This is an optimization exercise on Yosys and OpenROAD, whose aim is small area and a short achievable clock period, not a production implementation. RTL that was checked went through simulation tests only; none was proved equivalent to the original. Power figures rest on the tool's default switching activity, not on a simulated workload.

==> flow/design.v <==
module konya(DIN, Resetn, Clock, Run, Done, BusWires);
	input [15:0] DIN;
	input Resetn, Clock, Run;
	output Done;
	output [15:0] BusWires;
	reg [1:0] Tstep;
	reg L, b0;             
	reg [2:0] W, Y;        
	reg dsel;              
	reg dn;                
	reg Done;
	reg [15:0] R [0:7];
	reg [15:0] A;
	reg [15:0] BR;         
	reg zf;                
	reg gnew;              
	wire t0 = (Tstep == 2'd0);
	wire t1 = (Tstep == 2'd1);
	wire t2 = (Tstep == 2'd2);
	wire [2:0] op = DIN[15:13];
	wire [2:0] x = DIN[12:10];
	wire [2:0] y = DIN[9:7];
	wire op_mvi = (op == 3'd1);
	wire op_add = (op == 3'd2) | (op == 3'd3);
	wire op_st  = (op == 3'd4) | (op == 3'd5);
	wire op_nz  = (op == 3'd6);
	wire op_long = op_add | (op == 3'd7);
	wire [15:0] nd, nb;
	konya_nand2 bus_d [15:0] (.a(DIN), .b({16{dsel}}), .y(nd));
	konya_nand2 bus_b [15:0] (.a(BR), .b({16{dn}}), .y(nb));
	konya_nand2 bus_o [15:0] (.a(nd), .b(nb), .y(BusWires));
	wire zf_now = gnew ? ~|BR : zf;
	reg [1:0] Tn;
	reg dsel_n, Done_n;
	always @(*) begin
		Tn = 2'd0; dsel_n = 1'b1; Done_n = 1'b0;
		case (Tstep)
			2'd0: if (Run) begin
				Tn = 2'd1;
				Done_n = ~op_long;
				dsel_n = op_mvi | (op == 3'd7) | (op_nz & ~zf_now);
			end
			2'd1: if (L) begin
				Tn = 2'd2;
				dsel_n = 1'b0;
			end
			2'd2: begin
				Tn = 2'd3;
				dsel_n = ~b0; Done_n = b0;
			end
			2'd3: ;
		endcase
	end
	always @(posedge Clock, negedge Resetn)
		if (!Resetn) begin
			Tstep <= 2'd0; dsel <= 1'b1; dn <= 1'b0; Done <= 1'b0;
		end else begin
			Tstep <= Tn; dsel <= dsel_n; dn <= ~dsel_n; Done <= Done_n;
		end
	wire [2:0] ridx = t0 ? ((op_add | op_st) ? x : y) : Y;
	wire [7:0] rsel = {8{~t2}} & (8'd1 << ridx);
	wire [16:0] c;
	assign c[0] = 1'b0;
	genvar k;
	generate for (k = 0; k < 16; k = k + 1) begin : add
		assign c[k+1] = (A[k] & BR[k]) | (c[k] & (A[k] ^ BR[k]));
	end endgenerate
	wire [15:0] gv = A ^ BR ^ (c[15:0] & {16{b0}});
	wire [15:0] BRn;
	konya_andor9 rd (.sel({t2, rsel}),
		.d({gv, R[7], R[6], R[5], R[4], R[3], R[2], R[1], R[0]}), .q(BRn));
	always @(posedge Clock) begin
		if (t0) begin
			L  <= op_long;
			b0 <= op_add;
			W  <= op_st ? y : x;
			Y  <= y;
		end
		if (Done)
			R[W] <= BusWires;
		if (t1 & L & b0)
			A <= BR;
		BR <= BRn;
		gnew <= t2;
		zf <= zf_now;
	end
endmodule
module konya_andor9(sel, d, q);
	input [8:0] sel;
	input [9*16-1:0] d;
	output [15:0] q;
	genvar b;
	generate for (b = 0; b < 16; b = b + 1) begin : bt
		wire [2:0] n;
		konya_aoi222 g0 (.s(sel[2:0]), .d({d[32+b], d[16+b], d[b]}), .y(n[0]));
		konya_aoi222 g1 (.s(sel[5:3]), .d({d[80+b], d[64+b], d[48+b]}), .y(n[1]));
		konya_aoi222 g2 (.s(sel[8:6]), .d({d[128+b], d[112+b], d[96+b]}), .y(n[2]));
		assign q[b] = ~&n;
	end endgenerate
endmodule
module konya_aoi222(s, d, y);
	input [2:0] s, d;
	output y;
	assign y = ~|(s & d);
endmodule
module konya_nand2(a, b, y);
	input a, b;
	output y;
	assign y = ~(a & b);
endmodule
export LEC_CHECK = 0
export CAP_MARGIN = 20
export CORE_MARGIN = 2
export CORE_UTILIZATION = 40
export CTS_BUF_LIST = sky130_fd_sc_hd__clkbuf_8
export CTS_CLUSTER_DIAMETER = 80
export CTS_CLUSTER_SIZE = 30
export SETUP_SLACK_MARGIN = 3.15
export SLEW_MARGIN = 20
export SYNTH_HIERARCHICAL = 1
export SYNTH_MINIMUM_KEEP_SIZE = 0
create_clock -name core_clock -period 6.0 [get_ports {Clock}]
run.sh (not shown) runs the stock make flow with config.mk's settings and CLKGATE_MAP_FILE= SYNTH_SCRIPT=/design/flow/synth_recipe.tcl, a recipe that flattens the netlist after the stock synthesis.
Edit:
--- a/flow/design.v
+++ b/flow/design.v
@@ -65,7 +65,8 @@
 	generate for (k = 0; k < 16; k = k + 1) begin : add
 		assign c[k+1] = (A[k] & BR[k]) | (c[k] & (A[k] ^ BR[k]));
 	end endgenerate
-	wire [15:0] gv = A ^ BR ^ (c[15:0] & {16{b0}});
+	wire [15:0] p = A ^ BR;
+	wire [15:0] gv = p ^ c[15:0];
 	wire [15:0] BRn;
 	konya_andor9 rd (.sel({t2, rsel}),
 		.d({gv, R[7], R[6], R[5], R[4], R[3], R[2], R[1], R[0]}), .q(BRn));
@@ -81,8 +82,8 @@
 		if (t1 & L & b0)
 			A <= BR;
 		BR <= BRn;
-		gnew <= t2;
-		zf <= zf_now;
+		gnew <= t2 & b0;
+		zf <= (t2 & ~b0) ? ~|p : zf_now;
 	end
 endmodule
 module konya_andor9(sel, d, q);
Effect: The new run ran to the end with violations: setup timing; non-clock buffer count rises by 13; register-to-register slack gets worse by 3.5 ns; cell count falls by 4.2%; final area falls by 0.31%; routed wire length rises by 2.1%; total power falls by 1.2%; combinational power falls by about 8%; critical path depth rises by 16.
For the second run of this note, only the layout was checked, not whether the RTL still works.

* * *

## run R
Starts from the design.v that is shown in full above.
clock: 6.0 ns
lec_check: 0
cap_margin: 20
core_margin: 2
core_utilization: 40
cts_buf_list: sky130_fd_sc_hd__clkbuf_8
cts_cluster_diameter: 80
cts_cluster_size: 30
setup_slack_margin: 3.15
slew_margin: 20
synth_hierarchical: 1
synth_minimum_keep_size: 0
standard.sh (not shown) runs the stock make flow with config.mk's settings and CLKGATE_MAP_FILE= SYNTH_SCRIPT=/design/flow/synth_recipe.tcl, a recipe that flattens the netlist after the stock synthesis.
==> flow/flow/run.sh <==
#!/bin/bash
set -euo pipefail
bash standard.sh \
  "CTS_ARGS=-sink_clustering_enable -repair_clock_nets -dont_use_dummy_load -sink_clustering_size 30 -sink_clustering_max_diameter 80 -buf_list sky130_fd_sc_hd__clkbuf_8" \
  finish > standard.log 2>&1
In summary, run R completed successfully, with a layout that passed the timing, DRC and antenna checks.
Changes in run H relative to run R:
--- a/flow/design.v
+++ b/flow/design.v
@@ -63,11 +63,12 @@
 	assign c[0] = 1'b0;
 	genvar k;
 	generate for (k = 0; k < 16; k = k + 1) begin : add
 		assign c[k+1] = (A[k] & BR[k]) | (c[k] & (A[k] ^ BR[k]));
 	end endgenerate
-	wire [15:0] gv = A ^ BR ^ (c[15:0] & {16{b0}});
+	wire [15:0] p = A ^ BR;
+	wire [15:0] gv = p ^ c[15:0];
 	wire [15:0] BRn;
 	konya_andor9 rd (.sel({t2, rsel}),
 		.d({gv, R[7], R[6], R[5], R[4], R[3], R[2], R[1], R[0]}), .q(BRn));
 	always @(posedge Clock) begin
 		if (t0) begin
@@ -79,12 +80,12 @@
 		if (Done)
 			R[W] <= BusWires;
 		if (t1 & L & b0)
 			A <= BR;
 		BR <= BRn;
-		gnew <= t2;
-		zf <= zf_now;
+		gnew <= t2 & b0;
+		zf <= (t2 & ~b0) ? ~|p : zf_now;
 	end
 endmodule
 module konya_andor9(sel, d, q);
 	input [8:0] sel;
 	input [9*16-1:0] d;
Findings:
Although it ran to completion, run H produced a layout that fails the final checks because of negative setup slack.
Share of the clock period used by the worst path in run H vs run R: up 53 points
The worst hold-check slack in run H sits 0.0079 ns below the value recorded for run R.
Compared with run R, in run H power share of the combinational group went down 2.1 points, number of cells on the critical path climbed 16, clock latency reported for the late side of the worst-skew pair shows no meaningful change, routed length per instance has increased.
In the metrics for run H and run R, the one carrying the higher minimum clock period after layout is run H.
Share of layout cells above drive strength 1 for run H is higher than for run R.
Note that the via count recorded for run R amounts to 1.06 times the value seen in run H.
Summary: worst setup slack, run H worse than run R
The initial standard-cell utilization of the core reported for run H is smaller than that of run R by 0.29 points.
The RTL of run H was laid out without a check of its function.

* * *

// konya: RTL as listed in full above, without the edits since
Settings: LEC_CHECK=0, CAP_MARGIN=20, CORE_MARGIN=2, CORE_UTILIZATION=40, CTS_BUF_LIST=sky130_fd_sc_hd__clkbuf_8, CTS_CLUSTER_DIAMETER=80, CTS_CLUSTER_SIZE=30, SETUP_SLACK_MARGIN=3.3, SLEW_MARGIN=20, SYNTH_HIERARCHICAL=1, SYNTH_MINIMUM_KEEP_SIZE=0; clock period 6.0 ns.
run.sh (not shown) runs the stock make flow with config.mk's settings and CLKGATE_MAP_FILE= SYNTH_SCRIPT=/design/flow/synth_recipe.tcl, a recipe that flattens the netlist after the stock synthesis.
Stock flow here: none of the scripts above is used.
==> next run, changes <==
==> flow/design.v (replaced) <==
module konya(DIN, Resetn, Clock, Run, Done, BusWires);
	input [15:0] DIN;
	input Resetn, Clock, Run;
	output Done;
	output [15:0] BusWires;
	reg [1:0] Tstep;
	reg L, b0;             
	reg [2:0] W, Y;        
	reg dsel;              
	reg Done;
	reg [15:0] R [0:7];
	reg [15:0] A;
	reg [15:0] BR;         
	reg zf;                
	reg gnew;              
	wire t0 = (Tstep == 2'd0);
	wire t1 = (Tstep == 2'd1);
	wire t2 = (Tstep == 2'd2);
	wire [2:0] op = DIN[15:13];
	wire [2:0] x = DIN[12:10];
	wire [2:0] y = DIN[9:7];
	wire op_mvi = (op == 3'd1);
	wire op_add = (op == 3'd2) | (op == 3'd3);
	wire op_st  = (op == 3'd4) | (op == 3'd5);
	wire op_nz  = (op == 3'd6);
	wire op_long = op_add | (op == 3'd7);
	assign BusWires = dsel ? DIN : BR;
	wire zf_now = gnew ? ~|BR : zf;
	reg [1:0] Tn;
	reg dsel_n, Done_n;
	always @(*) begin
		Tn = 2'd0; dsel_n = 1'b1; Done_n = 1'b0;
		case (Tstep)
			2'd0: if (Run) begin
				Tn = 2'd1;
				Done_n = ~op_long;
				dsel_n = op_mvi | (op == 3'd7) | (op_nz & ~zf_now);
			end
			2'd1: if (L) begin
				Tn = 2'd2;
				dsel_n = 1'b0;
			end
			2'd2: begin
				Tn = 2'd3;
				dsel_n = ~b0; Done_n = b0;
			end
			2'd3: ;
		endcase
	end
	always @(posedge Clock, negedge Resetn)
		if (!Resetn) begin
			Tstep <= 2'd0; dsel <= 1'b1; Done <= 1'b0;
		end else begin
			Tstep <= Tn; dsel <= dsel_n; Done <= Done_n;
		end
	wire [2:0] ridx = t0 ? ((op_add | op_st) ? x : y) : Y;
	wire [7:0] rsel = {8{~t2}} & (8'd1 << ridx);
	wire [15:0] sum = A + BR;
	wire [15:0] gv = b0 ? sum : (A ^ BR);
	wire [15:0] BRn;
	konya_andor9 rd (.sel({t2, rsel}),
		.d({gv, R[7], R[6], R[5], R[4], R[3], R[2], R[1], R[0]}), .q(BRn));
	always @(posedge Clock) begin
		if (t0) begin
			L  <= op_long;
			b0 <= op_add;
			W  <= op_st ? y : x;
			Y  <= y;
		end
		if (Done)
			R[W] <= BusWires;
		if (t1 & L & b0)
			A <= BR;
		BR <= BRn;
		gnew <= t2;
		zf <= zf_now;
	end
endmodule
module konya_andor9(sel, d, q);
	input [8:0] sel;
	input [9*16-1:0] d;
	output [15:0] q;
	reg [15:0] q;
	integer i;
	always @(*) begin
		q = 16'd0;
		for (i = 0; i < 9; i = i + 1)
			q = q | ({16{sel[i]}} & d[16*i +: 16]);
	end
endmodule
=> Utilization falls by 2.4 points; count of clock-buffer cells in the layout is higher by 3; wire length came out higher by 3.4%; combinational power came out higher by about 7%; design area increases by 1.9%; sequential share of layout area fell by 1.4 points; fmax decreases by 7.8%; die area came out higher by 4.9%; setup slack got worse by 240 ps; via count rose by 0.45%.

* * *

konya again, from the RTL that the note above started with.
==> module konya, before the edit <==
module konya(DIN, Resetn, Clock, Run, Done, BusWires);
	input [15:0] DIN;
	input Resetn, Clock, Run;
	output Done;
	output [15:0] BusWires;
	reg [1:0] Tstep;
	reg L, b0;             
	reg [2:0] W, Y;        
	reg dsel;              
	reg dn;                
	reg Done;
	reg [15:0] R [0:7];
	reg [15:0] A;
	reg [15:0] BR;         
	reg zf;                
	reg gnew;              
	wire t0 = (Tstep == 2'd0);
	wire t1 = (Tstep == 2'd1);
	wire t2 = (Tstep == 2'd2);
	wire [2:0] op = DIN[15:13];
	wire [2:0] x = DIN[12:10];
	wire [2:0] y = DIN[9:7];
	wire op_mvi = (op == 3'd1);
	wire op_add = (op == 3'd2) | (op == 3'd3);
	wire op_st  = (op == 3'd4) | (op == 3'd5);
	wire op_nz  = (op == 3'd6);
	wire op_long = op_add | (op == 3'd7);
	wire [15:0] nd, nb;
	konya_nand2 bus_d [15:0] (.a(DIN), .b({16{dsel}}), .y(nd));
	konya_nand2 bus_b [15:0] (.a(BR), .b({16{dn}}), .y(nb));
	konya_nand2 bus_o [15:0] (.a(nd), .b(nb), .y(BusWires));
	wire zf_now = gnew ? ~|BR : zf;
	reg [1:0] Tn;
	reg dsel_n, Done_n;
	always @(*) begin
		Tn = 2'd0; dsel_n = 1'b1; Done_n = 1'b0;
		case (Tstep)
			2'd0: if (Run) begin
				Tn = 2'd1;
				Done_n = ~op_long;
				dsel_n = op_mvi | (op == 3'd7) | (op_nz & ~zf_now);
			end
			2'd1: if (L) begin
				Tn = 2'd2;
				dsel_n = 1'b0;
			end
			2'd2: begin
				Tn = 2'd3;
				dsel_n = ~b0; Done_n = b0;
			end
			2'd3: ;
		endcase
	end
	always @(posedge Clock, negedge Resetn)
		if (!Resetn) begin
			Tstep <= 2'd0; dsel <= 1'b1; dn <= 1'b0; Done <= 1'b0;
		end else begin
			Tstep <= Tn; dsel <= dsel_n; dn <= ~dsel_n; Done <= Done_n;
		end
	wire [2:0] ridx = t0 ? ((op_add | op_st) ? x : y) : Y;
	wire [7:0] rsel = {8{~t2}} & (8'd1 << ridx);
	wire [16:0] c;
	assign c[0] = 1'b0;
	genvar k;
	generate for (k = 0; k < 16; k = k + 1) begin : add
		assign c[k+1] = (A[k] & BR[k]) | (c[k] & (A[k] ^ BR[k]));
	end endgenerate
	wire [15:0] gv = A ^ BR ^ (c[15:0] & {16{b0}});
	wire [15:0] BRn;
	konya_andor9 rd (.sel({t2, rsel}),
		.d({gv, R[7], R[6], R[5], R[4], R[3], R[2], R[1], R[0]}), .q(BRn));
	always @(posedge Clock) begin
		if (t0) begin
			L  <= op_long;
			b0 <= op_add;
			W  <= op_st ? y : x;
			Y  <= y;
		end
		if (Done)
			R[W] <= BusWires;
		if (t1 & L & b0)
			A <= BR;
		BR <= BRn;
		gnew <= t2;
		zf <= zf_now;
	end
endmodule
Settings: LEC_CHECK=0, CAP_MARGIN=20, CORE_MARGIN=2, CORE_UTILIZATION=40, CTS_BUF_LIST=sky130_fd_sc_hd__clkbuf_8, CTS_CLUSTER_DIAMETER=80, CTS_CLUSTER_SIZE=30, SETUP_SLACK_MARGIN=3.22, SLEW_MARGIN=20, SYNTH_HIERARCHICAL=1, SYNTH_MINIMUM_KEEP_SIZE=0; clock period 6.0 ns.
standard.sh (not shown) runs the stock make flow with config.mk's settings and CLKGATE_MAP_FILE= SYNTH_SCRIPT=/design/flow/synth_recipe.tcl, a recipe that flattens the netlist after the stock synthesis.
Scripts as last shown in full above: flow/flow/run.sh
Next try:
--- a/flow/design.v
+++ b/flow/design.v
@@ -9,7 +9,7 @@
 	reg dsel;              
 	reg dn;                
 	reg Done;
-	reg [15:0] R [0:7];
+	reg [127:0] Rf;        
 	reg [15:0] A;
 	reg [15:0] BR;         
 	reg zf;                
@@ -68,18 +68,24 @@
 	wire [15:0] gv = A ^ BR ^ (c[15:0] & {16{b0}});
 	wire [15:0] BRn;
 	konya_andor9 rd (.sel({t2, rsel}),
-		.d({gv, R[7], R[6], R[5], R[4], R[3], R[2], R[1], R[0]}), .q(BRn));
+		.d({gv, Rf}), .q(BRn));
+	wire [7:0] rwe = {8{Done}} & (8'd1 << W);
+	wire [127:0] rwe_b, Rfn;
+	genvar r;
+	generate for (r = 0; r < 8; r = r + 1) begin : rw
+		assign rwe_b[16*r +: 16] = {16{rwe[r]}};
+	end endgenerate
+	konya_hold hR [127:0] (.d({8{BusWires}}), .we(rwe_b), .q(Rf), .wen(~rwe_b), .y(Rfn));
+	wire awe = t1 & L & b0;
+	wire [15:0] An;
+	konya_hold hA [15:0] (.d(BR), .we({16{awe}}), .q(A), .wen({16{~awe}}), .y(An));
+	wire [7:0] In;
+	konya_hold hI [7:0] (.d({op_long, op_add, (op_st ? y : x), y}), .we({8{t0}}),
+		.q({L, b0, W, Y}), .wen({8{~t0}}), .y(In));
 	always @(posedge Clock) begin
-		if (t0) begin
-			L  <= op_long;
-			b0 <= op_add;
-			W  <= op_st ? y : x;
-			Y  <= y;
-		end
-		if (Done)
-			R[W] <= BusWires;
-		if (t1 & L & b0)
-			A <= BR;
+		{L, b0, W, Y} <= In;
+		Rf <= Rfn;
+		A <= An;
 		BR <= BRn;
 		gnew <= t2;
 		zf <= zf_now;
@@ -108,3 +114,8 @@
 	output y;
 	assign y = ~(a & b);
 endmodule
+module konya_hold(d, we, q, wen, y);
+	input d, we, q, wen;
+	output y;
+	assign y = (d & we) | (q & wen);
+endmodule
- The new run produced a clean layout
- maximum frequency rises by 0.48%
- worst hold slack is better by 0.016 ns
- die area is lower by 0.41%
- worst setup slack is better by 0.013 ns
- clock power is higher by about 3%
- area after synthesis goes down by 0.42%
- via count came out higher by 38%
- power increases by 18%
- combinational power went up by 21%
- clock-buffer cell count is unchanged
No functional check of the RTL was part of the second run of this note.

-- separate check: timing with driven ports --
Ports are ideal in the flow. The routed layouts listed here were re-timed in OpenROAD.
Step 1 sets driving cells, clkbuf_16 on the clock port and buf_2 on the other inputs (assumed; they add their load-dependent delay and slew).
Step 2 moves the port delays by t, midway between the first and last clock arrival at a register: inputs arrive t later, outputs are due t later. That takes back most of the time a late clock gives input paths.
a / b / c = no drivers / after step 1 / after step 2; a / b = the first two.
run | t (ns) | setup WS [ns] | worst setup path after step 2
the first run of note 1 | 0.484 | 3.163 / 3.136 / 2.766 | input to register
the second run of note 1 | 0.493 | -0.042 / -0.042 / -0.042 | register to register
run R | 0.482 | 3.162 / 3.140 / 2.697 | input to register
run H | 0.486 | -0.037 / -0.037 / -0.037 | register to register
the first run of note 3 | 0.481 | 3.219 / 3.186 / 2.848 | input to register
the second run of note 3 | 0.491 | 2.982 / 2.944 / 2.846 | input to register
the first run of note 4 | 0.478 | 3.207 / 3.177 / 2.809 | input to register
the second run of note 4 | 0.480 | 3.221 / 3.179 / 2.743 | input to register
The setup slack of the second run of note 4, which loses most, moves by -0.042 ns with the drivers and by -0.478 ns with both steps.
